Background: an optimization exercise with open tools, aiming at small area, a short achievable clock period and few clock cycles. Do not read the settings as production practice.
No functional check of the RTL was part of any run shown here.

## flow/design.v (module list and top-level ports; edited modules follow where they fit)
// module mmm_q: 183 lines
// module mmm_inv: 139 lines
// module mmm_xb: 26 lines
// module mmm_dreg: 7 lines
// module mmm_fa: 10 lines
// module mmm_ha: 9 lines
// module mmm_r2mm_2n: 8616 lines
module mmm_r2mm_2n
#(
    parameter K = 256
)
(
    input   wire            clk     ,
    input   wire            rst_n   ,
    input   wire [K-1  :0]  x       ,
    input   wire [K-1  :0]  y       ,
    input   wire [K-1  :0]  m       ,
    input   wire            req     ,
    output  wire [K-1  :0]  res     ,
    output  reg             val     
);
  // ...
==> flow/flow/run.sh <==
#!/bin/bash
set -uo pipefail
bash standard.sh SETUP_SLACK_MARGIN=22.7 MATCH_CELL_FOOTPRINT=0 \
  'BUFFER_PORTS_ARGS=-buffer_cell sky130_fd_sc_hd__buf_2' finish > standard_flow.log 2>&1
==> flow/standard.sh <==
#!/bin/bash
# synth_recipe.tcl (not shown) runs the flow's synth.tcl, then flattens the netlist and writes it again
# the make line also repeats each setting of config.mk as NAME=value (left out here)
make -C /OpenROAD-flow-scripts/flow DESIGN_CONFIG=/design/flow/config.mk WORK_HOME=/design/flow/orfs CLKGATE_MAP_FILE= SYNTH_SCRIPT=/design/flow/synth_recipe.tcl "${@:-finish}"
==> flow/config.mk <==
export PLATFORM = sky130hd
export DESIGN_NAME = mmm_r2mm_2n
export DESIGN_NICKNAME = mmm_r2mm_2n
export VERILOG_FILES = /design/flow/design.v
export SDC_FILE = /design/flow/constraint.sdc
export NUM_CORES = 8
export LEC_CHECK = 0
export CAP_MARGIN = 20
export CORE_MARGIN = 2
export CORE_UTILIZATION = 55
export SETUP_SLACK_MARGIN = 2
export SLEW_MARGIN = 20
export SYNTH_HIERARCHICAL = 1
export SYNTH_MINIMUM_KEEP_SIZE = 0
export TNS_END_PERCENT = 100
==> flow/constraint.sdc <==
create_clock -name core_clock -period 30.0 [get_ports {clk}]
set_input_delay 6.0000 -clock core_clock [delete_from_list [all_inputs] [get_ports {clk}]]
set_output_delay 6.0000 -clock core_clock [all_outputs]
set_load 0.01 [all_outputs]
==> reports/metrics.csv, run 1 <==
metric,value,unit
status,timing/DRC/antenna clean,
crit start category,flop,
Hold WS,0.518,ns
CP top delay family,flip-flops,
Setup crit start,Rr[254]$_DFF_P_,
via density per instance,6.71,
first-pass GRT wire length,995000,um
hold buffers post-CTS,0,
postcts setup bufs,56,
DRC,0,
wire length on met1,245000,um
Num CTS Buffers,194,
comb_multi_in,11900,
most used routing layer,met2,
IO Port Bufs,1027,
CP peak stage delay,0.44,ns
critical path endpoint,res[254],
unrepaired setup endpoints after global routing,yes,
WHS Path Cells,1,
FF-to-FF End,Cr[75]$_SDFF_PP1_,
syn_nets,19600,
CTS root buf,clkbuf_16,
Clock Pin Slew Worst Setup and Hold Paths,0.07,ns
seq_cells,1542,
Multi-input gate area,0.125,sq mm
==> inputs of run 2 (changes only) <==
--- a/flow/design.v
+++ b/flow/design.v
@@ -315,42 +315,16 @@
     7'd124: begin inv = 8'd73; inv3 = 8'd219; end
     7'd125: begin inv = 8'd51; inv3 = 8'd153; end
     7'd126: begin inv = 8'd85; inv3 = 8'd255; end
     7'd127: begin inv = 8'd255; inv3 = 8'd253; end
     default: begin inv = 8'd0; inv3 = 8'd0; end
     endcase
 end
 endmodule
-module mmm_xb (
-    input  wire       clk,
-    input  wire       clr,
-    input  wire [7:0] xn,
-    input  wire [7:0] mn,
-    input  wire       x255,
-    output wire [3:0] one,
-    output wire [3:0] two,
-    output wire [3:0] neg
-);
-reg [7:0] xd, md;
-reg       s255, bor, ptop;
-wire [8:0] d = {1'b0, xd} - {1'b0, md & {8{s255}}} - {8'd0, bor};
-wire [8:0] e = {d[7:0], ptop};
-genvar g;
-generate for (g = 0; g < 4; g = g + 1) begin : g_b
-    assign one[g] = e[2*g+1] ^ e[2*g];
-    assign two[g] = (e[2*g+2] & ~e[2*g+1] & ~e[2*g]) | (~e[2*g+2] & e[2*g+1] & e[2*g]);
-    assign neg[g] = e[2*g+2];
-end endgenerate
-always @(posedge clk) begin
-    xd <= xn; md <= mn; s255 <= x255;
-    if (clr) begin bor <= 1'b0; ptop <= 1'b0; end
-    else begin bor <= d[8]; ptop <= d[7]; end
-end
-endmodule
 module mmm_dreg #(parameter W = 8) (
     input  wire         clk,
     input  wire [W-1:0] d,
     output reg  [W-1:0] q
 );
 always @(posedge clk) q <= d;
 endmodule
 module mmm_fa (
@@ -408,38 +382,51 @@
 mmm_q u_q0 (.clk(clk), .clr(clr), .ns(ns[KD-1:0]), .nc(nc[KD-1:0]), .ncin(ncin), .inv(inv_t), .inv3(inv3_t), .q(q_0));
 wire [KD-1:0] q_1;
 mmm_q u_q1 (.clk(clk), .clr(clr), .ns(ns[KD-1:0]), .nc(nc[KD-1:0]), .ncin(ncin), .inv(inv_t), .inv3(inv3_t), .q(q_1));
 wire [KD-1:0] q_2;
 mmm_q u_q2 (.clk(clk), .clr(clr), .ns(ns[KD-1:0]), .nc(nc[KD-1:0]), .ncin(ncin), .inv(inv_t), .inv3(inv3_t), .q(q_2));
 wire [KD-1:0] q_3;
 mmm_q u_q3 (.clk(clk), .clr(clr), .ns(ns[KD-1:0]), .nc(nc[KD-1:0]), .ncin(ncin), .inv(inv_t), .inv3(inv3_t), .q(q_3));
 integer i;
-reg [KD-1:0] xn;
-always @* begin
-    xn = {KD{1'b0}};
-    for (i = 0; i < 32; i = i + 1) xn = xn | ({KD{sel[i]}} & x[i*KD +: KD]);
-end
-reg [KD-1:0] mn;
+reg [KD-1:0] xn, mn;
 always @* begin
-    mn = {KD{1'b0}};
-    for (i = 0; i < 32; i = i + 1) mn = mn | ({KD{sel[i]}} & m[i*KD +: KD]);
+    xn = {KD{1'b0}}; mn = {KD{1'b0}};
+    for (i = 1; i < 32; i = i + 1) begin
+        xn = xn | ({KD{sel[i]}} & x[i*KD +: KD]);
+        mn = mn | ({KD{sel[i]}} & m[i*KD +: KD]);
+    end
 end
+reg [KD-1:0] xd, md;
+reg          s255, bor, ptop;
+always @(posedge clk) begin xd <= xn; md <= mn; s255 <= x[255]; end
+wire [KD:0] dp = {1'b0, xd} - {1'b0, md & {KD{s255}}} - {{KD{1'b0}}, bor};
+wire [KD:0] d0 = {1'b0, x[KD-1:0]} - {1'b0, m[KD-1:0] & {KD{x[255]}}};
+wire [KD:0] dd = idle ? d0 : dp;
+wire [KD:0] be = {dd[KD-1:0], ~idle & ptop};
+always @(posedge clk) begin bor <= dd[KD]; ptop <= dd[KD-1]; end
+wire [3:0] b_one, b_two, b_neg;
+genvar gb;
+generate for (gb = 0; gb < 4; gb = gb + 1) begin : g_booth
+    assign b_one[gb] = be[2*gb+1] ^ be[2*gb];
+    assign b_two[gb] = (be[2*gb+2] & ~be[2*gb+1] & ~be[2*gb]) | (~be[2*gb+2] & be[2*gb+1] & be[2*gb]);
+    assign b_neg[gb] = be[2*gb+2];
+end endgenerate
 wire [3:0] bo_0, bt_0, bn_0;
-mmm_xb u_xb0 (.clk(clk), .clr(clr), .xn(xn), .mn(mn), .x255(x[255]), .one(bo_0), .two(bt_0), .neg(bn_0));
+mmm_dreg #(.W(12)) u_bd0 (.clk(clk), .d({b_neg, b_two, b_one}), .q({bn_0, bt_0, bo_0}));
 wire [3:0] bo_1, bt_1, bn_1;
-mmm_xb u_xb1 (.clk(clk), .clr(clr), .xn(xn), .mn(mn), .x255(x[255]), .one(bo_1), .two(bt_1), .neg(bn_1));
+mmm_dreg #(.W(12)) u_bd1 (.clk(clk), .d({b_neg, b_two, b_one}), .q({bn_1, bt_1, bo_1}));
 wire [3:0] bo_2, bt_2, bn_2;
-mmm_xb u_xb2 (.clk(clk), .clr(clr), .xn(xn), .mn(mn), .x255(x[255]), .one(bo_2), .two(bt_2), .neg(bn_2));
+mmm_dreg #(.W(12)) u_bd2 (.clk(clk), .d({b_neg, b_two, b_one}), .q({bn_2, bt_2, bo_2}));
 wire [3:0] bo_3, bt_3, bn_3;
-mmm_xb u_xb3 (.clk(clk), .clr(clr), .xn(xn), .mn(mn), .x255(x[255]), .one(bo_3), .two(bt_3), .neg(bn_3));
+mmm_dreg #(.W(12)) u_bd3 (.clk(clk), .d({b_neg, b_two, b_one}), .q({bn_3, bt_3, bo_3}));
 always @(posedge clk) begin
-    if (start) sel <= {{30{1'b0}}, 2'b10};
+    if (start) sel <= {{29{1'b0}}, 3'b100};
     else if (it) sel <= {sel[30:0], 1'b0};
-    else sel <= {{31{1'b0}}, 1'b1};
+    else sel <= {{30{1'b0}}, 2'b10};
 end
 wire [2047:0] pq;
 genvar gj;
 generate for (gj = 0; gj < KD; gj = gj + 1) begin : g_pp
     assign pq[gj*256+0 +: 64] = ~({64{q_0[gj]}} & Mr[63:0]);
     assign pq[gj*256+64 +: 64] = ~({64{q_1[gj]}} & Mr[127:64]);
     assign pq[gj*256+128 +: 64] = ~({64{q_2[gj]}} & Mr[191:128]);
     assign pq[gj*256+192 +: 64] = ~({64{q_3[gj]}} & Mr[255:192]);
==> flow/flow/run.sh (replaced) <==
#!/bin/bash
set -uo pipefail
bash standard.sh SETUP_SLACK_MARGIN=22.5 MATCH_CELL_FOOTPRINT=0 \
  'BUFFER_PORTS_ARGS=-buffer_cell sky130_fd_sc_hd__buf_2' finish > standard_flow.log 2>&1
--- a/flow/config.mk
+++ b/flow/config.mk
@@ -7,9 +7,9 @@
 export LEC_CHECK = 0
 export CAP_MARGIN = 20
 export CORE_MARGIN = 2
 export CORE_UTILIZATION = 55
 export SETUP_SLACK_MARGIN = 2
 export SLEW_MARGIN = 20
 export SYNTH_HIERARCHICAL = 1
 export SYNTH_MINIMUM_KEEP_SIZE = 0
-export TNS_END_PERCENT = 100
+export TNS_END_PERCENT = 5
==> run 2 against run 1 <==
  * The flow now stops in detailed routing
  * Area after synthesis is 1.5% lower
  * Synthesized cell count is 2.2% lower
==> reports/metrics.csv, run 2 <==
metric,value,unit,change
status,aborted with a tool error,,
Stopped at,detailed routing,,
Log Error,[ERROR DRT-1231] Pin _18150_/B does not have access point,,
IO Port Bufs,1027,,unchanged
row cnt,195,,
I/O pin count,1028,,
hpwl dp,517000,um,
clock sinks,1532,,
DP Cell Count,18200,,
Num CTS Buffers,193,,-0.52%
Die X,537,um,
post-GRT worst EP,u_q0.cr[3]$_SDFF_PP1_/D,,
Synth Area per Inst,10.6,sq um,
Placement Setup Slack,19.46,ns,
cells after synthesis,14800,,
CTS root buf,clkbuf_16,,
routability cong.,1.07,,
Max Root-Sink Buffers,4,,
Yosys Warn Count,10,,
hold buffers post-CTS,0,,unchanged
largest net degree at the start of global routing,174,,
Initial Util,0.553,,
post_cts resized,68,,
postcts setup bufs,9,,-84%
Die H,537,um,
syn_nets,19200,,-1.9%
WEP type,sequential cell input,,
Post-Syn Area,0.156,sq mm,
H-tree levels,4,,
[run 2: how the worst max path moves through the flow]
| stage | startpoint | endpoint | slack, ns | depth (start not counted) |
|---|---|---|---|---|
| global placement | cnt[2]$_DFFE_PN0P_ | Rr[94]$_DFF_P_ | 19.72 | 25 |
| global route | u_q3.sr[1]$_SDFF_PP1_ | Cr[250]$_SDFF_PP1_ | 22.28 | 21 |
| floorplan | x[255] | u_bd0.q[7]$_DFF_P_ | 22.03 | 14 |
| CTS | Rr[200]$_DFF_P_ | res[200] | 22.36 | 1 |
| detailed placement | cnt[2]$_DFFE_PN0P_ | Rr[67]$_DFF_P_ | 19.46 | 25 |
[run 2: through the flow]
step	util	area (sq um)	hold WS [ns]
4_1_cts	0.599	169000	0.522
3_5_place_dp	0.572	162000	0.511
3_3_place_gp	0.572	162000	0.484
2_1_floorplan	-	156000	0.468

-- separate check: timing with driven ports --
In the flow no input, the clock included, has a driving cell. The finished layout below was timed again as built, in two steps.
Step 1, drivers: a clkbuf_16 drives clk and a buf_2 each remaining input, both assumed.
Step 2 times the ports against the registers' clock, not the clock port: input delays grow and output delays shrink by t, the midpoint of the rising clock arrivals with the driver on.
Three values: ideal, step 1, step 2; two values: the first two.
run: run 1
t (ns): 1.031
setup WS [ns]: 22.482 / 22.354 / 21.523
worst setup path after step 2: input to register
slew at the worst register clock pin (ns): 0.07 / 0.07
pins driven straight from the clock port: 1
After both steps run 1 still meets setup and hold. The setup slack of run 1 moves by -0.128 ns with the drivers and by -0.959 ns with both steps.
